From an optimization exercise on the open Yosys and OpenROAD flow, aimed at small area and a short achievable clock period; shortcuts taken in it are not production practice. Function was checked by simulation only, so behaviour that the tests miss may differ from the original. Power figures rest on the tool's default switching activity, not on a simulated workload.

==> design.v <==
module ram_inv   (input a, output y);                 assign y = ~a;                      endmodule
module ram_nand2 (input a, b, output y);              assign y = ~(a & b);                endmodule
module ram_nor2  (input a, b, output y);              assign y = ~(a | b);                endmodule
module ram_nand3 (input a, b, c, output y);           assign y = ~(a & b & c);            endmodule
module ram_nor3  (input a, b, c, output y);           assign y = ~(a | b | c);            endmodule
module ram_nand4 (input a, b, c, d, output y);        assign y = ~(a & b & c & d);        endmodule
module ram_a22o  (input a1, a2, b1, b2, output y);    assign y = (a1 & a2) | (b1 & b2);   endmodule
module ram_rd8 (input [7:0] lo, input [7:0] q, output r);
  wire [3:0] n;
  genvar p;
  generate
    for (p = 0; p < 4; p = p + 1) begin : g_pair
      assign n[p] = ~((lo[2*p] & q[2*p]) | (lo[2*p+1] & q[2*p+1]));
    end
  endgenerate
  assign r = ~(&n);
endmodule
module ram_o21ai (input a1, a2, b1, output y);        assign y = ~((a1 | a2) & b1);       endmodule
module ram_dec4 (input [3:0] a, input en_n, output [15:0] y);
  wire [3:0] an;
  wire [3:0] pl_n, ph_n;    
  genvar i;
  generate
    for (i = 0; i < 4; i = i + 1) begin : g_inv
      ram_inv u (.a(a[i]), .y(an[i]));
    end
    for (i = 0; i < 4; i = i + 1) begin : g_pre
      ram_nand2 ul (.a((i % 2) ? a[0] : an[0]), .b((i / 2) ? a[1] : an[1]), .y(pl_n[i]));
      ram_nand2 uh (.a((i % 2) ? a[2] : an[2]), .b((i / 2) ? a[3] : an[3]), .y(ph_n[i]));
    end
    for (i = 0; i < 16; i = i + 1) begin : g_out
      ram_nor3 u (.a(pl_n[i % 4]), .b(ph_n[i / 4]), .c(en_n), .y(y[i]));
    end
  endgenerate
endmodule
module ram_dec4n (input [3:0] a, output [15:0] y);
  wire [3:0] an;
  wire [3:0] pl_n, ph_n;
  genvar i;
  generate
    for (i = 0; i < 4; i = i + 1) begin : g_inv
      ram_inv u (.a(a[i]), .y(an[i]));
    end
    for (i = 0; i < 4; i = i + 1) begin : g_pre
      ram_nand2 ul (.a((i % 2) ? a[0] : an[0]), .b((i / 2) ? a[1] : an[1]), .y(pl_n[i]));
      ram_nand2 uh (.a((i % 2) ? a[2] : an[2]), .b((i / 2) ? a[3] : an[3]), .y(ph_n[i]));
    end
    for (i = 0; i < 16; i = i + 1) begin : g_out
      ram_nor2 u (.a(pl_n[i % 4]), .b(ph_n[i / 4]), .y(y[i]));
    end
  endgenerate
endmodule
module ram
#(
  parameter addr_size = 8,
  parameter data_size = 8
)
(
  input clk,
  input rst,
  input write_en,
  input [addr_size-1:0]write_adress,
  input [data_size-1:0]data_in,
  input rd_en,
  input [addr_size-1:0]rd_adress,
  output reg [data_size-1:0]data_out
);
  reg  [256*data_size-1:0] mem;
  wire [256*data_size-1:0] mem_d;
  genvar g, i, b, p;
  wire wr_any_n;
  ram_nor2 u_wr_any_n (.a(write_en), .b(rst), .y(wr_any_n));    
  wire [data_size-1:0] din_n, wdata;
  generate
    for (b = 0; b < data_size; b = b + 1) begin : g_wdata
      ram_inv  ui (.a(data_in[b]), .y(din_n[b]));
      ram_nor2 un (.a(din_n[b]), .b(rst), .y(wdata[b]));        
    end
  endgenerate
  wire [15:0] wlo, whi, wlo_n, whi_n;
  ram_dec4n u_wdec_lo (.a(write_adress[3:0]), .y(wlo));
  ram_dec4 u_wdec_hi (.a(write_adress[7:4]), .en_n(wr_any_n), .y(whi));
  generate
    for (i = 0; i < 16; i = i + 1) begin : g_wdec_n
      ram_inv ul (.a(wlo[i]), .y(wlo_n[i]));
      ram_inv uh (.a(whi[i]), .y(whi_n[i]));
    end
    for (g = 0; g < 16; g = g + 1) begin : g_wgrp
      for (i = 0; i < 16; i = i + 1) begin : g_wword
        wire we, hold;
        ram_nor2  u_we   (.a(wlo_n[i]), .b(whi_n[g]), .y(we));
        ram_nand2 u_hold (.a(wlo[i]),   .b(whi[g]),   .y(hold));
        for (b = 0; b < data_size; b = b + 1) begin : g_bit
          ram_a22o u (.a1(we), .a2(wdata[b]), .b1(hold), .b2(mem[(16*g+i)*data_size+b]),
                      .y(mem_d[(16*g+i)*data_size+b]));
        end
      end
    end
  endgenerate
  always @(posedge clk)
    mem <= mem_d;
  wire rd_en_n, rd, rd_n;
  ram_inv   u_rd_en_n (.a(rd_en), .y(rd_en_n));
  ram_nor2  u_rd_n_n  (.a(rd_en_n), .b(rst), .y(rd));             
  ram_inv   u_rd_n    (.a(rd), .y(rd_n));
  wire [15:0] rlo, rhi;
  ram_dec4n u_rdec_lo (.a(rd_adress[3:0]), .y(rlo));
  ram_dec4 u_rdec_hi (.a(rd_adress[7:4]), .en_n(rd_n), .y(rhi));
  wire [data_size-1:0] rd_d;
  generate
    for (b = 0; b < data_size; b = b + 1) begin : g_rbit
      wire [15:0] t_n;       
      for (g = 0; g < 16; g = g + 1) begin : g_rgrp
        wire [15:0] q;
        wire [1:0]  r;
        for (p = 0; p < 16; p = p + 1) begin : g_q
          assign q[p] = mem[(16*g+p)*data_size+b];
        end
        ram_rd8 u_r0 (.lo(rlo[7:0]),  .q(q[7:0]),  .r(r[0]));
        ram_rd8 u_r1 (.lo(rlo[15:8]), .q(q[15:8]), .r(r[1]));
        ram_o21ai u_t  (.a1(r[0]), .a2(r[1]), .b1(rhi[g]), .y(t_n[g]));
      end
      wire [3:0] u;
      wire [1:0] v_n;
      wire       h_n;
      for (p = 0; p < 4; p = p + 1) begin : g_u
        ram_nand4 uu (.a(t_n[4*p]), .b(t_n[4*p+1]), .c(t_n[4*p+2]), .d(t_n[4*p+3]), .y(u[p]));
      end
      ram_nor2  uv0 (.a(u[0]), .b(u[1]), .y(v_n[0]));
      ram_nor2  uv1 (.a(u[2]), .b(u[3]), .y(v_n[1]));
      ram_nand2 uh  (.a(data_out[b]), .b(rd_n), .y(h_n));          
      ram_nand3 ud  (.a(v_n[0]), .b(v_n[1]), .c(h_n), .y(rd_d[b]));
    end
  endgenerate
  always @(posedge clk)
    data_out <= rd_d;
endmodule
==> run.sh <==
#!/bin/bash
# synth_recipe.tcl (not shown) runs the flow's synth.tcl, then flattens the netlist and writes it again
# the make line also repeats each setting of config.mk as NAME=value (left out here)
make -C /OpenROAD-flow-scripts/flow DESIGN_CONFIG=/design/flow/config.mk WORK_HOME=/design/flow/orfs CLKGATE_MAP_FILE= SYNTH_SCRIPT=/design/flow/synth_recipe.tcl finish
==> config.mk <==
export PLATFORM = sky130hd
export DESIGN_NAME = ram
export DESIGN_NICKNAME = ram
export VERILOG_FILES = /design/flow/design.v
export SDC_FILE = /design/flow/constraint.sdc
export NUM_CORES = 4
export LEC_CHECK = 0
export CAP_MARGIN = 20
export CORE_MARGIN = 2
export CORE_UTILIZATION = 45
export CTS_CLUSTER_DIAMETER = 100
export CTS_CLUSTER_SIZE = 20
export SETUP_SLACK_MARGIN = 1.2
export SLEW_MARGIN = 20
export SYNTH_HIERARCHICAL = 1
==> constraint.sdc <==
create_clock -name core_clock -period 3.4 [get_ports {clk}]
set_input_delay 0.6800 -clock core_clock [delete_from_list [all_inputs] [get_ports {clk}]]
set_output_delay 0.6800 -clock core_clock [all_outputs]
set_load 0.01 [all_outputs]
==> flow_summary.json, run 1 <==
{
  "run_status": "finished clean",
  "die-width_um": 404.3,
  "setup_viol": 0,
  "globalRouteOverflowTotal": 0,
  "grt_pass1_wl_um": 428500,
  "reg2reg_slack_ns": 1.38,
  "peakVddDrop_uv": 511.2,
  "placeableCoreArea_um2": 158700,
  "report.power.total_mw": 42.87,
  "timing.critical_path.slowest_cell_delay_ns": 0.34,
  "boundaryPins": 36,
  "xor_xnor_cell_area_share_of_the_yosys_netlist_pct": 0,
  "hp-start": "mem[1887]",
  "drt.antenna.violating_nets": 0,
  "vias": 64086,
  "setup.worst_path.end_class": "register",
  "post_synth_mux_area_share_pct": 0,
  "start_util_pct": 45.42,
  "grt_antenna_before_repair": 11,
  "grt_start_max_net_pins": 104,
  "detailedPlacementHpwl_um": 189800,
  "synth_seq_area_share_pct": 57.09,
  "synth.area.top_cells": "dfxtp_1 57%, a22o_1 25%, a22oi_1 11%",
  "met2_usage_pct": 51.15,
  "clkSinkCount": 2056,
  "synth_adder_area_share_pct": 0,
  "synth_largest_type_area_fraction_pct": 57.09,
  "synth_area_leader_cell": "dfxtp_1",
  "clkLatencyLatePin_ns": 0.78,
  "placement.setup.worst_slack_ns": -0.4322,
  "seqCellArea_um2": 41190,
  "final_nets": 7080,
  "rsz0062_at_grt": "yes",
  "worstSetupPathType": "in -> reg",
  "clk_slew_on_worst_s_h_paths_ns": 0.08,
  "drive_gt1_share_pct": 17.49,
  "synth-compound-area-share_pct": 36.43,
  "final_min_period_over_clock_period_pct": 69.58,
  "maxSlewViolCount": 0,
  "synth_top_family_by_area": "compound AO/OA/AOI/OAI gates",
  "final_core_utilization_pct": 54.97,
  "path_cells": "buf_12 > inv_6 > nand2_4 > buf_12 > nor2_4 > buf_4 > bufbuf_16 > a22oi_1 > nand4_1 > o21ai_2 > nand4_1 > nor2_1 > nand3_1",
  "timing.reg2reg.worst_path_depth": 7,
  "multi_input_area_um2": 32470,
  "post_synth_instance_area_um2": 72090,
  "die_area_um2": 163400,
  "worst_ep_required_time_ns": 4.06,
  "max_cap_violations": 0,
  "synth.net_count": 6280,
  "cts-buffers-inserted": 113,
  "worst_max_slew_pin_slew_ns": 0.7454,
  "area_growth_syn_to_layout_pct": 21.05,
  "crit_path_start_kind": "input port",
  "number_of_global_route_vias_before_repair": 60469,
  "h-tree-depth": 3,
  "worst-path-max-fanout": 14,
  "synth.lib_cells_used.distinct": 10,
  "gr_met3_demand_resource_pct": 7.276,
  "wirelength_um": 297800,
  "clock-root-buffer": "clkbuf_16",
  "track_usage_pct": 34.78,
  "power-per-cell-area_nw_per_um2": 491.2,
  "finalCriticalPeriod_ns": 2.366,
  "layout.cells.most_common_list": "2048 x a22o_1, 2048 x dfxtp_1, 916 x a22oi_1",
  "endpoint_of_the_worst_register_to_register_path": "data_out[7]",
  "fillerInstances": 13523,
  "dp_cells": 8897,
  "route.detailed.vias_per_inst": 7.014,
  "cts_max_path_buffers": 3,
  "post_drt_wl_per_cell_um": 32.59,
  "worstHoldEndpoint": "mem[1887]",
  "hold_buffers": 0,
  "cts_tree": "built",
  "hold_viol": 0,
  "post-route-drc-count": 0,
  "fmax_ghz": 0.4227,
  "firstDrtPassIters": 6,
  "syn_avg_cell_area_um2": 11.53,
  "first_iter_violations": 8907,
  "power_leakage_nw": 32.24,
  "reg2reg_launch_point": "mem[2031]",
  "timing.max_slew.rel_slack_pct": 50.31,
  "num_rows": 146,
  "finish.cell_count_without_fillers": 9137,
  "hold_path_depth": 1,
  "global_route.usage.met1_pct": 47.97,
  "synth_simple_gate_area_share_pct": 6.175,
  "warning_count_from_the_yosys_run": 7,
  "die_h_um": 404.3,
  "busiest_layer": "met2",
  "critPathSlowestCell": "nand4_1",
  "count_of_mapped_cells_out_of_synthesis": 6252,
  "io_buffers": 35,
  "gpl.final_weighted_congestion": 0.9558,
  "timing.hold.worst.class": "reg -> reg",
  "clock-skew-final_ns": 0.03691,
  "post-route-worst-setup-slack_ns": 1.034,
  "ff_latch_count_synth": 2056,
  "worst-endpoint-arrival_ns": 3.02
}
Yosys stat by module (local to each module, per instance), excerpt:
module | cells inside | area (um^2)
ram | 2056 | 41160
ram_nor3 | 1 | 10.01
ram_rd8 | 5 | 36.28
ram_nand4 | 1 | 6.256
ram_nand2 | 1 | 3.754
ram_inv | 1 | 3.754
ram_nor2 | 1 | 3.754
ram_a22o | 1 | 8.758
ram_o21ai | 1 | 5.005
ram_nand3 | 1 | 5.005
critical path: cells and delay by family:
| kind | cells | cell delay (ns) |
|---|---|---|
| buffers and inverters | 5 | 0.77 |
| AND/OR/NAND/NOR | 6 | 0.97 |
| AO/OA/AOI/OAI | 2 | 0.59 |
report_power, final:
part	total [mW]	switching [mW]	internal, mW
clock	14.2	8.04	6.20
sequential	25.6	0.605	25.0
combinational	2.98	1.79	1.20
per-stage QoR:
step | instance area (um^2) | setup TNS, ns | hold WS (ns)
global route | 87260 | 0 | 0.4852
global placement | 80800 | -4.390 | 0.4519
CTS | 86280 | 0 | 0.4777
finish | 87270 | 0 | 0.4726
floorplan | 72370 | -842.39 | 0.4399
detailed placement | 80820 | -3.012 | 0.4525
Yosys cell counts:
library cell	number
a22o_1	2048
a22oi_1	1024
dfxtp_1	2056
inv_1	58
nand2_1	296
nand3_1	8
nand4_1	288
nor2_1	314
nor3_2	32
o21ai_1	128
area by class of cell:
| type | count | area share (%) |
|---|---|---|
| sequential | 2056 | 47.20 |
| timing repair buffer | 683 | 8.757 |
| clock inverter | 3 | 0.03871 |
| antenna | 5 | 0.01434 |
| multi-input combinational | 4140 | 37.21 |
| tap | 2072 | 2.971 |
| inverter | 58 | 0.3943 |
| clock buffer | 120 | 3.417 |
what timing repair did:
item	CTS	global route
cloned	17	8
endpoints found under the setup margin	1378	2034
pin swaps	132	121
buffers inserted	69	18
gates resized for setup	384	159
registers in the layout, summed over array words and instances (netlist names):
signal,count
mem,2048
data_out,8
worst max-delay path by stage:
stage                     cells after the start            start  slack [ns]          end
after floorplan                               3       data_in[1]       -0.41    mem[1009]
after global placement                       12     rd_adress[2]       -0.62  data_out[2]
after detailed placement                     14     rd_adress[3]       -0.43  data_out[6]
after CTS                                     8  write_adress[6]        1.09     mem[120]
after global routing                         13     rd_adress[0]        1.06  data_out[5]
final                                        13     rd_adress[1]        1.03  data_out[4]
routing by layer:
layer	share of wire, %	wire length [um]	up-vias
li1	-	-	27525
met1	41	121500	32006
met2	42	126200	3794
met3	11	31740	751
met4	6.1	18280	10
met5	0.022	65	-
cell families after synthesis:
kind of cell    after synthesis
simple gates                938
flops                      2056
compound gates             3200
buf+inv                      58
==> run 2: changes to the inputs <==
==> flow/run.sh (new file) <==
#!/bin/bash
# The standard layout, except that the port buffers are plain buffers
# (sky130_fd_sc_hd__buf_4) rather than the delay cells that buffer_ports picks
# by default. make's full output goes to make_finish.log; ORFS keeps each
# step's own log under orfs/logs/.
set -euo pipefail
bash standard.sh "BUFFER_PORTS_ARGS=-buffer_cell sky130_fd_sc_hd__buf_4" finish > make_finish.log 2>&1
==> standard.sh (new file) <==
#!/bin/bash
# synth_recipe.tcl (not shown) runs the flow's synth.tcl, then flattens the netlist and writes it again
# the make line also repeats each setting of config.mk as NAME=value (left out here)
make -C /OpenROAD-flow-scripts/flow DESIGN_CONFIG=/design/flow/config.mk WORK_HOME=/design/flow/orfs CLKGATE_MAP_FILE= SYNTH_SCRIPT=/design/flow/synth_recipe.tcl "${@:-finish}"
removed: run.sh
==> flow_summary.json, run 2 <==
{
  "timing.hold.ws_ns": 0.4231,
  "h-tree-depth": 3,
  "synth_edf_count": 0,
  "wirelength_um": 297600,
  "async_reset_ff_share_pct": 0,
  "worst_ep_required_time_ns": 4.12,
  "worst_max_slew_pin_slew_ns": 1.155,
  "final_min_period_over_clock_period_pct": 71.84,
  "synth.area.top_cells": "dfxtp_1 57%, a22o_1 25%, a22oi_1 11%",
  "hold_viol": 0,
  "post_drt_wl_per_cell_um": 33.82,
  "largest_register": "mem",
  "synth_seq_area_share_pct": 57.09,
  "fillerInstances": 13808,
  "clk_slew_on_worst_s_h_paths_ns": 0.09,
  "cts_max_path_buffers": 3,
  "warning_count_from_the_yosys_run": 7,
  "final_nets": 6740,
  "route.detailed.vias_per_inst": 7.140,
  "post-route-drc-count": 0,
  "synth.lib_cells_used.distinct": 10,
  "clock-skew-final_ns": 0.02152,
  "post_synth_instance_area_um2": 72090,
  "synth_commonest_cells": "2056 x dfxtp_1, 2048 x a22o_1, 1024 x a22oi_1",
  "fmax_ghz": 0.4094,
  "synth-compound-area-share_pct": 36.43,
  "syn_avg_cell_area_um2": 11.53,
  "synth_simple_gate_area_share_pct": 6.175,
  "synth_top_family_by_area": "compound AO/OA/AOI/OAI gates",
  "clkLatencyLatePin_ns": 0.78,
  "timing.hold.worst.class": "in -> reg",
  "die-width_um": 404.3,
  "worst-endpoint-arrival_ns": 3.16,
  "synth.net_count": 6280,
  "start_util_pct": 45.42,
  "crit_path_start_kind": "input port",
  "io_buffers": 35,
  "report.power.total_mw": 42.48,
  "clock-root-buffer": "clkbuf_16",
  "synth_largest_type_area_fraction_pct": 57.09,
  "setup_viol": 0,
  "power_leakage_nw": 30.11,
  "setup.worst_path.end_class": "register",
  "maxSlewViolCount": 0,
  "layout_commonest_cell": "dfxtp_1",
  "cts_tree": "built",
  "detailedPlacementHpwl_um": 178800,
  "worst-path-max-fanout": 8,
  "grt_start_max_net_pins": 136,
  "clkSinkCount": 2056,
  "largest_reg_flops": 2048,
  "firstDrtPassIters": 8,
  "placed_standard_cell_area_um2": 77940,
  "max_cap_violations": 0,
  "synth_adder_area_share_pct": 0,
  "final_core_utilization_pct": 52.26,
  "synth_area_leader_cell": "dfxtp_1",
  "timing.max_slew.rel_slack_pct": 23.03,
  "synth.most_common_cell": "dfxtp_1",
  "placeableCoreArea_um2": 158700,
  "worstSetupPathType": "in -> reg",
  "num_rows": 146,
  "track_usage_pct": 34.56,
  "ys.flop_type": "dfxtp_1",
  "layout.cells.most_common_list": "2053 x dfxtp_1, 2048 x a22o_1, 944 x a22oi_1",
  "final.setup.tns_ns": 0,
  "drive_gt1_share_pct": 11.01,
  "post-route-cell-area_um2": 82970,
  "finalCriticalPeriod_ns": 2.442,
  "xor_xnor_cell_area_share_of_the_yosys_netlist_pct": 0,
  "first_iter_violations": 8683,
  "count_of_mapped_cells_out_of_synthesis": 6252,
  "hold_path_depth": 4,
  "grt_antenna_before_repair": 11,
  "drt.antenna.violating_nets": 0,
  "area_growth_syn_to_layout_pct": 15.08,
  "reg2reg_slack_ns": 1.41,
  "post_synth_mux_area_share_pct": 0,
  "boundaryPins": 36,
  "rsz0062_at_grt": "yes",
  "power-per-cell-area_nw_per_um2": 512.0,
  "gpl.final_weighted_congestion": 0.9400,
  "cts-buffers-inserted": 112,
  "vias": 62832,
  "timing.reg2reg.worst_path_depth": 6,
  "die_area_um2": 163400,
  "grt_pass1_wl_um": 423300,
  "number_of_global_route_vias_before_repair": 58777,
  "peakVddDrop_uv": 405.3,
  "die_h_um": 404.3,
  "globalRouteOverflowTotal": 0,
  "run_status": "finished clean",
  "ff_latch_count_synth": 2056,
  "top_regs": "mem (2048), data_out (8)"
}
run 2: cell type report:
type                       count  area, um^2  share of cell area, %
antenna                        9       22.52                0.02715
multi-input combinational   4143       31910                  38.46
clock inverter                 3       22.52                0.02715
tap                         2072        2592                  3.125
sequential                  2056       41160                  49.61
clock buffer                 118        2932                  3.533
timing repair buffer         341        3993                  4.812
inverter                      58       334.1                 0.4027
run 2: final timing paths:
kind               from          end
max               rd_en  data_out[4]
min          data_in[2]     mem[754]
max reg2reg     mem[65]  data_out[1]
min reg2reg   mem[1009]    mem[1009]
run 2: through the flow:
stage	worst slack (ns)	cells
2_1_floorplan	-0.4135	6252
3_3_place_gp	-0.2427	8602
3_5_place_dp	-0.2101	8602
4_1_cts	1.095	8780
5_1_grt	1.006	8791
6_report	0.9576	8800
run 2: power by group:
group,switching (mW),internal [mW],total (mW)
clock network,7.96,6.09,14.0
registers,0.585,25.0,25.6
logic,1.76,1.03,2.80
total,10.3,32.2,42.5
run 2: cell families after synthesis:
group,after synthesis
compound gates,3200
buf+inv,58
flops,2056
simple gates,938
run 2: what timing repair did:
action | CTS | global route
hold buffers | 0 | 0
gates resized for setup | 183 | 87
setup endpoints to repair | 1380 | 294
buffers inserted | 38 | 1
pin swaps | 116 | 64
cloned | 19 | 10
run 2: per-module statistics from Yosys (local to each module, per instance), excerpt:
module,cells,copies in the design,flops+latches
ram_nor2,1,314,0
ram,2056,1,2056
ram_nand4,1,32,0
ram_o21ai,1,128,0
ram_nand2,1,296,0
ram_nor3,1,32,0
ram_rd8,5,256,0
ram_a22o,1,2048,0
ram_inv,1,58,0
ram_nand3,1,8,0
run 2: routing by layer:
metal  GRT usage, %  up-vias  routed length (um)
met5              0        -                 123
met4          16.50       18               16740
met3          6.651      708               30590
met2          51.77     3748              128200
met1          47.79    31514              121900
li1               -    26844                   -
run 2: worst max-delay path, cell delays in order:
cell,delay (ns)
buf_4,0.08
inv_1,0.15
nor2_1,0.23
inv_1,0.30
buf_4,0.30
nor3_2,0.63
o21ai_1,0.24
nand4_1,0.37
nor2_1,0.10
nand3_1,0.07
==> run 3: changes to the inputs <==
--- a/design.v
+++ b/design.v
@@ -101,6 +101,5 @@
     mem <= mem_d;
-  wire rd_en_n, rd, rd_n;
-  ram_inv   u_rd_en_n (.a(rd_en), .y(rd_en_n));
-  ram_nor2  u_rd_n_n  (.a(rd_en_n), .b(rst), .y(rd));             
-  ram_inv   u_rd_n    (.a(rd), .y(rd_n));
+  wire rst_n, rd_n;
+  ram_inv   u_rst_n (.a(rst), .y(rst_n));
+  ram_nand2 u_rd_n  (.a(rd_en), .b(rst_n), .y(rd_n));              
   wire [15:0] rlo, rhi;
==> flow_summary.json, run 3 <==
{
  "timing.max_slew.rel_slack_pct": 32.49,
  "area_growth_syn_to_layout_pct": 17.54,
  "die_area_um2": 163400,
  "finalCriticalPeriod_ns": 2.422,
  "ff_latch_count_synth": 2056,
  "number_of_global_route_vias_before_repair": 59144,
  "synth.net_count": 6279,
  "synth.lib_cells_used.distinct": 10,
  "setup.worst_path.end_class": "register",
  "clock-skew-final_ns": 0.04424,
  "timing.hold.worst.class": "in -> reg",
  "warning_count_from_the_yosys_run": 7,
  "layout.cells.most_common_list": "2048 x a22o_1, 2048 x dfxtp_1, 916 x a22oi_1",
  "wirelength_um": 296400,
  "synth.most_common_cell": "dfxtp_1",
  "critPathSlowestCell": "nor2_4",
  "placeableCoreArea_um2": 158700,
  "rsz0062_at_grt": "yes",
  "post-route-drc-count": 0,
  "synth_commonest_cells": "2056 x dfxtp_1, 2048 x a22o_1, 1024 x a22oi_1",
  "grt_start_max_net_pins": 99,
  "h-tree-depth": 3,
  "timing.critical_path.slowest_cell_delay_ns": 0.63,
  "firstDrtPassIters": 6,
  "route.detailed.vias_per_inst": 7.111,
  "clkSinkCount": 2056,
  "fillerInstances": 13732,
  "largest_register": "mem",
  "finish.cell_count_without_fillers": 8947,
  "cts_max_path_buffers": 3,
  "clk_slew_on_worst_s_h_paths_ns": 0.08,
  "clkLatencyLatePin_ns": 0.80,
  "worst-endpoint-arrival_ns": 3.14,
  "synth_seq_area_share_pct": 57.09,
  "peakVddDrop_uv": 492.4,
  "power-per-cell-area_nw_per_um2": 503.0,
  "die-width_um": 404.3,
  "max_cap_violations": 0,
  "track_usage_pct": 33.98,
  "detailedPlacementHpwl_um": 184300,
  "drive_gt1_share_pct": 13.49,
  "post_drt_wl_per_cell_um": 33.13,
  "placement.setup.worst_slack_ns": -0.08368,
  "drt.antenna.violating_nets": 0,
  "die_h_um": 404.3,
  "num_rows": 146,
  "syn_avg_cell_area_um2": 11.53,
  "final_min_period_over_clock_period_pct": 71.23,
  "synth_largest_type_area_fraction_pct": 57.09,
  "first_iter_violations": 8769,
  "count_of_mapped_cells_out_of_synthesis": 6251,
  "async_reset_ff_share_pct": 0,
  "grt_pass1_wl_um": 417600,
  "gpl.final_weighted_congestion": 0.9694,
  "largest_reg_flops": 2048,
  "worst-path-max-fanout": 8,
  "worst_ep_required_time_ns": 4.11,
  "dp_cells": 8723,
  "post_synth_instance_area_um2": 72090,
  "io_buffers": 35,
  "run_status": "finished clean",
  "timing.hold.ws_ns": 0.3658,
  "boundaryPins": 36,
  "cts-buffers-inserted": 113,
  "crit_path_start_kind": "input port",
  "grt_antenna_before_repair": 12,
  "cts_tree": "built",
  "top_regs": "mem (2048), data_out (8)",
  "synth_edf_count": 0,
  "power_leakage_nw": 31.03,
  "setup_viol": 0,
  "path_cells": "buf_12 > inv_6 > nand2_4 > buf_6 > nor2_4 > buf_12 > clkbuf_16 > a22oi_2 > nand4_1 > o21ai_2 > nand4_1 > nor2_1 > nand3_1",
  "start_util_pct": 45.41,
  "final.setup.tns_ns": 0,
  "ys.flop_type": "dfxtp_1",
  "synth_area_leader_cell": "dfxtp_1",
  "globalRouteOverflowTotal": 0,
  "final_nets": 6892,
  "worstSetupPathType": "in -> reg",
  "worst_max_slew_pin_slew_ns": 1.010,
  "fmax_ghz": 0.4129,
  "hold_viol": 0,
  "synth.area.top_cells": "dfxtp_1 57%, a22o_1 25%, a22oi_1 11%",
  "post-route-worst-setup-slack_ns": 0.9783,
  "maxSlewViolCount": 0,
  "clock-root-buffer": "clkbuf_16",
  "vias": 63626,
  "hold_buffers": 0
}
run 3: cell type report:
class	count	area, um^2	share of cell area, %
clock buffer	115	2878	3.396
inverter	57	360.3	0.4253
timing repair buffer	494	5608	6.618
clock inverter	9	98.84	0.1166
tap	2072	2592	3.059
sequential	2056	41170	48.59
antenna	2	5.005	0.005906
multi-input combinational	4142	32020	37.79
run 3: final timing paths:
kind,from,to,slack (ns),depth (start not counted)
setup / recovery,rd_adress[0],data_out[0],0.98,13
hold / removal,data_in[7],mem[975],0.37,4
setup reg to reg,mem[1808],data_out[0],1.36,6
hold reg to reg,mem[987],mem[987],0.47,1
run 3: where the power goes:
| part | internal (mW) | switching, mW | total, mW |
|---|---|---|---|
| clock network | 6.04 | 8.08 | 14.1 |
| registers | 25.0 | 0.598 | 25.6 |
| logic | 1.10 | 1.75 | 2.86 |
| total | 32.2 | 10.4 | 42.6 |
run 3: repair_timing:
item | in CTS | in global routing
setup endpoints to repair | 107 | 321
cloned | 13 | 17
setup buffers | 31 | 37
resized for setup | 130 | 193
pin swaps | 86 | 122
run 3: per-module statistics from Yosys, one instance, submodules excluded, a selection:
module | times used | flip-flops and latches
ram_rd8 | 256 | 0
ram_o21ai | 128 | 0
ram_nand3 | 8 | 0
ram | 1 | 2056
ram_nor2 | 313 | 0
ram_a22o | 2048 | 0
ram_inv | 57 | 0
ram_nand2 | 297 | 0
ram_nor3 | 32 | 0
ram_nand4 | 32 | 0
run 3: metrics by stage:
stage	total power [mW]	area (um^2)	util, %
floorplan	27.36	72370	-
global placement	28.63	79030	49.78
detailed placement	28.68	79030	49.78
CTS	42.47	83210	52.42
global route	43.76	84730	53.38
finish	42.62	84740	53.38
run 3: cells by family (layout without fill, tap and decap cells):
group / after synthesis / count (layout) / synth area share, %
simple gates: 938 / 942 / 6.175
buf+inv: 57 / 675 / 0.2968
other cells: 0 / 2 / 0
flops: 2056 / 2056 / 57.09
compound gates: 3200 / 3200 / 36.43
run 3: per-layer routing:
metal  track usage, %  part of all wire, %  vias to the layer above
met2            49.95                   43                     3887
met3            6.667                   11                      706
met5                0                0.047                        -
met1            47.77                   41                    31907
met4            16.13                  5.7                       20
li1                 -                    -                    27106
run 3: worst max-delay path, delay by kind of cell:
kind | cells | cell delay [ns]
compound gates | 2 | 0.24
simple gates | 6 | 1.39
buf+inv | 5 | 0.80
==> run 4: changes to the inputs <==
--- a/config.mk
+++ b/config.mk
@@ -12,3 +12,3 @@
 export CTS_CLUSTER_SIZE = 20
-export SETUP_SLACK_MARGIN = 1.2
+export SETUP_SLACK_MARGIN = 1.5
 export SLEW_MARGIN = 20
==> flow_summary.json, run 4 <==
{
  "setup.worst_path.end_class": "register",
  "timing.max_slew.rel_slack_pct": 29.49,
  "crit_start": "rd_adress[3]",
  "timing.hold.ws_ns": 0.3723,
  "reg2reg_launch_point": "mem[1808]",
  "synth_edf_count": 0,
  "synth_area_leader_cell": "dfxtp_1",
  "rsz0062_at_grt": "yes",
  "cts-buffers-inserted": 113,
  "worst-endpoint-arrival_ns": 2.97,
  "clkLatencyLatePin_ns": 0.79,
  "hp-start": "data_in[7]",
  "synth.lib_cells_used.distinct": 10,
  "run_status": "finished clean",
  "grt_antenna_before_repair": 8,
  "worst_ep_required_time_ns": 4.06,
  "number_of_global_route_vias_before_repair": 59188,
  "finalCriticalPeriod_ns": 2.311,
  "maxSlewViolCount": 0,
  "largest_reg_flops": 2048,
  "die_h_um": 404.3,
  "peakVddDrop_uv": 489.9,
  "synth.net_count": 6279,
  "clkSinkCount": 2056,
  "cts_max_path_buffers": 3,
  "grt_pass1_wl_um": 417500,
  "final_nets": 6886,
  "detailedPlacementHpwl_um": 184300,
  "max_cap_violations": 0,
  "h-tree-depth": 3,
  "placeableCoreArea_um2": 158700,
  "track_usage_pct": 33.93,
  "globalRouteOverflowTotal": 0,
  "start_util_pct": 45.41,
  "synth_seq_area_share_pct": 57.09,
  "boundaryPins": 36,
  "worst_max_slew_pin_slew_ns": 1.055,
  "dp_cells": 8723,
  "synth_largest_type_area_fraction_pct": 57.09,
  "hold_viol": 0,
  "post-route-drc-count": 0,
  "synth.most_common_cell": "dfxtp_1",
  "power_leakage_nw": 30.95,
  "top_regs": "mem (2048), data_out (8)",
  "die_area_um2": 163400,
  "worst-path-max-fanout": 43,
  "warning_count_from_the_yosys_run": 7,
  "clock-skew-final_ns": 0.04215,
  "crit_path_start_kind": "input port",
  "async_reset_ff_share_pct": 0,
  "fillerInstances": 13735,
  "layout.cells.most_common_list": "2048 x a22o_1, 2048 x dfxtp_1, 946 x a22oi_1",
  "clock-root-buffer": "clkbuf_16",
  "ff_latch_count_synth": 2056,
  "synth_commonest_cells": "2056 x dfxtp_1, 2048 x a22o_1, 1024 x a22oi_1",
  "setup_viol": 0,
  "clk_slew_on_worst_s_h_paths_ns": 0.08,
  "timing.hold.worst.class": "in -> reg",
  "cts_tree": "built",
  "route.detailed.vias_per_inst": 7.105,
  "first_iter_violations": 9226,
  "post_synth_instance_area_um2": 72090,
  "synth.area.top_cells": "dfxtp_1 57%, a22o_1 25%, a22oi_1 11%",
  "gpl.final_weighted_congestion": 0.9694,
  "ys.flop_type": "dfxtp_1",
  "post-route-worst-setup-slack_ns": 1.089,
  "worstSetupPathType": "in -> reg",
  "final_min_period_over_clock_period_pct": 67.98,
  "drive_gt1_share_pct": 14.80,
  "placement.setup.worst_slack_ns": -0.08368,
  "io_buffers": 35,
  "largest_register": "mem",
  "die-width_um": 404.3,
  "wirelength_um": 289600,
  "area_growth_syn_to_layout_pct": 17.56,
  "fmax_ghz": 0.4326,
  "power-per-cell-area_nw_per_um2": 502.4,
  "vias": 63543,
  "num_rows": 146,
  "grt_start_max_net_pins": 99,
  "count_of_mapped_cells_out_of_synthesis": 6251,
  "syn_avg_cell_area_um2": 11.53,
  "post_drt_wl_per_cell_um": 32.39,
  "finish.cell_count_without_fillers": 8943,
  "drt.antenna.violating_nets": 0,
  "firstDrtPassIters": 6
}
[run 4: cell counts after synthesis]
Identical to the previous run, type by type.
[run 4: report_power, final]
group          leakage, nW  switching [mW]  total, mW  internal, mW
logic                 12.8            1.74       2.83          1.09
registers             16.7           0.595       25.6          25.0
clock network         1.46            8.07       14.1          6.04
total                 30.9            10.4       42.6          32.2
[run 4: kinds of logic after synthesis]
group	after synthesis	share of synthesized area [%]
AND/OR/NAND/NOR	938	6.175
buffers and inverters	57	0.2968
AO/OA/AOI/OAI	3200	36.43
flip-flops	2056	57.09
[run 4: timing repair]
item / 4_1_cts / 5_1_grt
gates resized for setup: 287 / 138
hold buffers: 0 / 0
buffers inserted: 43 / 31
setup endpoints to repair: 1094 / 1039
pin swaps: 102 / 92
cloned: 15 / 3
[run 4: path summary, 6_finish.rpt]
| kind | end | slack (ns) | depth (start not counted) |
|---|---|---|---|
| setup / recovery | data_out[6] | 1.09 | 13 |
| setup reg to reg | data_out[0] | 1.39 | 6 |
| hold / removal | mem[975] | 0.37 | 4 |
| hold reg to reg | mem[714] | 0.47 | 1 |
[run 4: metal layers]
layer / part of all wire [%] / global-route usage (%) / routed length (um) / vias up
met2: 43 / 49.78 / 124000 / 3898
met4: 5.5 / 16.22 / 15800 / 6
li1: - / - / - / 27106
met1: 41 / 47.82 / 119800 / 31849
met5: 0.016 / 0 / 45 / -
met3: 10 / 6.513 / 29970 / 684
[run 4: per-stage QoR]
step | setup TNS [ns] | cell area, um^2 | power, mW | util (%)
6_report | 0 | 84750 | 42.58 | 53.39
5_1_grt | 0 | 84740 | 43.73 | 53.38
4_1_cts | 0 | 83830 | 42.51 | 52.81
3_5_place_dp | -0.1110 | 79030 | 28.68 | 49.78
3_3_place_gp | -0.2710 | 79030 | 28.63 | 49.78
2_1_floorplan | -842.39 | 72370 | 27.36 | -
[run 4: Yosys stat by module (local to each module, per instance), a selection]
module,flops+latches,cell area (um^2)
ram_a22o,0,8.758
ram_rd8,0,36.28
ram_o21ai,0,5.005
ram_nor3,0,10.01
ram_inv,0,3.754
ram_nand4,0,6.256
ram_nand3,0,5.005
ram_nor2,0,3.754
ram,2056,41160
ram_nand2,0,3.754
[run 4: area by class of cell]
cell class | count | area (um^2) | share of cell area, %
inverters | 57 | 361.6 | 0.4267
clock inverters | 9 | 98.84 | 0.1166
repair buffers | 489 | 5378 | 6.346
multi-input cells | 4141 | 32240 | 38.04
well taps | 2072 | 2592 | 3.059
flip-flops and latches | 2056 | 41190 | 48.60
diodes | 4 | 10.01 | 0.01181
clock buffers | 115 | 2878 | 3.396
[run 4: worst max-delay path: stages]
cell and delay, ns:
buf_12 0.10, inv_4 0.05, nand2_4 0.08, buf_6 0.13, nor2_4 0.10, buf_12 0.20, a22oi_1 0.41, nand4_1 0.26
o21ai_2 0.22, nand4_1 0.26, buf_4 0.24, nor2_2 0.08, nand3_1 0.07
==> run 5: changes to the inputs <==
--- a/config.mk
+++ b/config.mk
@@ -12,3 +12,3 @@
 export CTS_CLUSTER_SIZE = 20
-export SETUP_SLACK_MARGIN = 1.5
+export SETUP_SLACK_MARGIN = 2.0
 export SLEW_MARGIN = 20
==> flow_summary.json, run 5 <==
{
  "run_status": "finished clean",
  "grt_start_max_net_pins": 92,
  "post-route-drc-count": 0,
  "cts_tree": "built",
  "die-width_um": 404.3,
  "die_h_um": 404.3,
  "post_synth_instance_area_um2": 72090,
  "worstSetupPathType": "in -> reg",
  "count_of_mapped_cells_out_of_synthesis": 6251,
  "placeableCoreArea_um2": 158700,
  "post_drt_wl_per_cell_um": 32.64,
  "clkSinkCount": 2056,
  "final_min_period_over_clock_period_pct": 68.95,
  "worst-endpoint-arrival_ns": 3.02,
  "clock-root-buffer": "clkbuf_16",
  "io_buffers": 35,
  "clock-skew-final_ns": 0.04029,
  "crit_path_start_kind": "input port",
  "grt_antenna_before_repair": 0,
  "cts-buffers-inserted": 113,
  "gpl.final_weighted_congestion": 0.9694,
  "syn_avg_cell_area_um2": 11.53,
  "largest_register": "mem",
  "drive_gt1_share_pct": 23.25,
  "clkLatencyLatePin_ns": 0.80,
  "largest_reg_flops": 2048,
  "final_core_utilization_pct": 58.56,
  "wirelength_um": 300700,
  "number_of_global_route_vias_before_repair": 61305,
  "detailedPlacementHpwl_um": 184300,
  "max_cap_violations": 0,
  "synth_largest_type_area_fraction_pct": 57.09,
  "start_util_pct": 45.41,
  "peakVddDrop_uv": 502.9,
  "h-tree-depth": 3,
  "warning_count_from_the_yosys_run": 7,
  "setup_viol": 0,
  "grt_pass1_wl_um": 431400,
  "firstDrtPassIters": 8,
  "fillerInstances": 12808,
  "final_nets": 7160,
  "fmax_ghz": 0.4266,
  "rsz0062_at_grt": "yes",
  "finish.cell_count_without_fillers": 9213,
  "globalRouteOverflowTotal": 0,
  "antenna-diode-count": 0,
  "cts_max_path_buffers": 3,
  "layout.cells.most_common_list": "2048 x a22o_1, 2048 x dfxtp_1, 963 x a22oi_1",
  "synth.lib_cells_used.distinct": 10,
  "synth_commonest_cells": "2056 x dfxtp_1, 2048 x a22o_1, 1024 x a22oi_1",
  "ff_latch_count_synth": 2056,
  "top_regs": "mem (2048), data_out (8)",
  "post-route-cell-area_um2": 92960,
  "track_usage_pct": 35.11,
  "synth_seq_area_share_pct": 57.09,
  "dp_cells": 8723,
  "area_growth_syn_to_layout_pct": 28.94,
  "setup.worst_path.end_class": "register",
  "synth.most_common_cell": "dfxtp_1",
  "route.detailed.vias_per_inst": 7.102,
  "worst-path-max-fanout": 49,
  "drt.antenna.violating_nets": 0,
  "synth_edf_count": 0,
  "maxSlewViolCount": 0,
  "placement.setup.worst_slack_ns": -0.08368,
  "first_iter_violations": 9324,
  "boundaryPins": 36,
  "clk_slew_on_worst_s_h_paths_ns": 0.09,
  "timing.hold.worst.class": "reg -> reg",
  "placed_standard_cell_area_um2": 79030,
  "num_rows": 146,
  "power_leakage_nw": 34.17,
  "post-route-worst-setup-slack_ns": 1.056,
  "synth.area.top_cells": "dfxtp_1 57%, a22o_1 25%, a22oi_1 11%",
  "final.setup.tns_ns": 0,
  "vias": 65430,
  "finalCriticalPeriod_ns": 2.344,
  "power-per-cell-area_nw_per_um2": 464.4,
  "synth_area_leader_cell": "dfxtp_1",
  "die_area_um2": 163400,
  "synth.net_count": 6279,
  "worst_ep_required_time_ns": 4.08,
  "ys.flop_type": "dfxtp_1",
  "timing.max_slew.rel_slack_pct": 39.50,
  "hold_buffers": 0,
  "worst_max_slew_pin_slew_ns": 0.9026,
  "hold_viol": 0,
  "async_reset_ff_share_pct": 0
}
==> run 5: cell families (layout without fill, tap and decap cells) <==
group	Yosys count	count (layout)	synth area share [%]
flops	2056	2056	57.09
compound gates	3200	3200	36.43
buf+inv	57	944	0.2968
simple gates	938	941	6.175
==> run 5: per-layer routing <==
metal	vias up	routed length, um	global-route usage [%]
met3	767	30320	7.315
met4	0	17710	18.69
met1	33003	123100	48.50
met2	3926	129600	51.37
li1	27734	-	-
met5	-	0	0
==> run 5: final timing paths <==
path | from | end | slack (ns) | cells past startpoint
worst max-delay path | rd_adress[1] | data_out[3] | 1.06 | 12
worst min-delay path | mem[1710] | mem[1710] | 0.47 | 1
worst max register to register | mem[1808] | data_out[0] | 1.33 | 6
worst min register to register | mem[1710] | mem[1710] | 0.47 | 1
==> run 5: area by class of cell <==
type	instances	area, um^2	share of cell area (%)
inverter	57	467.9	0.5034
clock inverter	9	98.84	0.1063
multi-input combinational	4141	35430	38.12
tap	2072	2592	2.789
timing repair buffer	763	10300	11.08
sequential	2056	41190	44.31
clock buffer	115	2878	3.096
==> run 5: worst max-delay path, stage by stage <==
cell and delay, ns:
buf_8 0.12, inv_2 0.07, nand2_4 0.13, nor2_4 0.07
buf_12 0.16, buf_4 0.26, a22oi_1 0.23, nand4_1 0.20
o21ai_1 0.32, nand4_1 0.33, nor2_2 0.22, nand3_1 0.09
==> run 5: through the flow <==
step	hold slack (ns)	power (mW)
2_1_floorplan	0.4399	27.36
3_3_place_gp	0.4517	28.63
3_5_place_dp	0.4525	28.68
4_1_cts	0.4239	42.94
5_1_grt	0.4795	44.30
6_report	0.4732	43.17
==> run 5: per-module statistics from Yosys, one instance, submodules excluded, a selection <==
module / area [um^2] / times used
ram_rd8: 36.28 / 256
ram_nand3: 5.005 / 8
ram_nand2: 3.754 / 297
ram_nor2: 3.754 / 313
ram_inv: 3.754 / 57
ram: 41160 / 1
ram_nand4: 6.256 / 32
ram_o21ai: 5.005 / 128
ram_nor3: 10.01 / 32
ram_a22o: 8.758 / 2048
==> run 5: repair_timing <==
action | in CTS | in global routing
hold endpoints to repair | 0 | 0
setup buffers | 235 | 95
cloned | 33 | 3
pin swaps | 789 | 1142
endpoints found under the setup margin | 2064 | 2061
gates resized for setup | 1312 | 400
==> run 5: power breakdown <==
part / leakage (nW) / total, mW / switching [mW] / internal, mW
combinational: 16.1 / 3.39 / 2.00 / 1.39
clock: 1.46 / 14.1 / 8.09 / 6.04
sequential: 16.7 / 25.6 / 0.600 / 25.0

[afterwards: timing with drivers on the ports]
The flow's constraints put no driver on any port. The routed layouts listed below were extracted and timed again, unchanged, in two steps.
Step 1, drivers: a clkbuf_16 drives clk and a buf_2 each remaining input, both assumed.
Step 2 moves the port delays by t, midway between the first and last clock arrival at a register: inputs arrive t later, outputs are due t later. That takes back most of the time a late clock gives input paths.
a / b / c = no drivers / after step 1 / after step 2; a / b = the first two.
| run | t (ns) | setup slack, ns | hold WS [ns] | worst slew at a driven data input, ns |
|---|---|---|---|---|
| run 1 | 0.853 | 1.034 / 1.055 / 0.202 | 0.473 / 0.473 / 0.473 | 0.06 |
| run 2 | 0.856 | 0.958 / 1.007 / 0.151 | 0.423 / 0.367 / 0.474 | 0.17 |
| run 3 | 0.864 | 0.978 / 1.010 / 0.146 | 0.366 / 0.312 / 0.473 | 0.06 |
| run 4 | 0.868 | 1.089 / 1.117 / 0.249 | 0.372 / 0.314 / 0.474 | 0.06 |
| run 5 | 0.871 | 1.056 / 1.097 / 0.226 | 0.473 / 0.416 / 0.473 | 0.08 |
After both steps setup and hold are still met in every run listed. The setup slack of run 4, which loses most, moves by +0.028 ns with the drivers and by -0.840 ns with both steps.
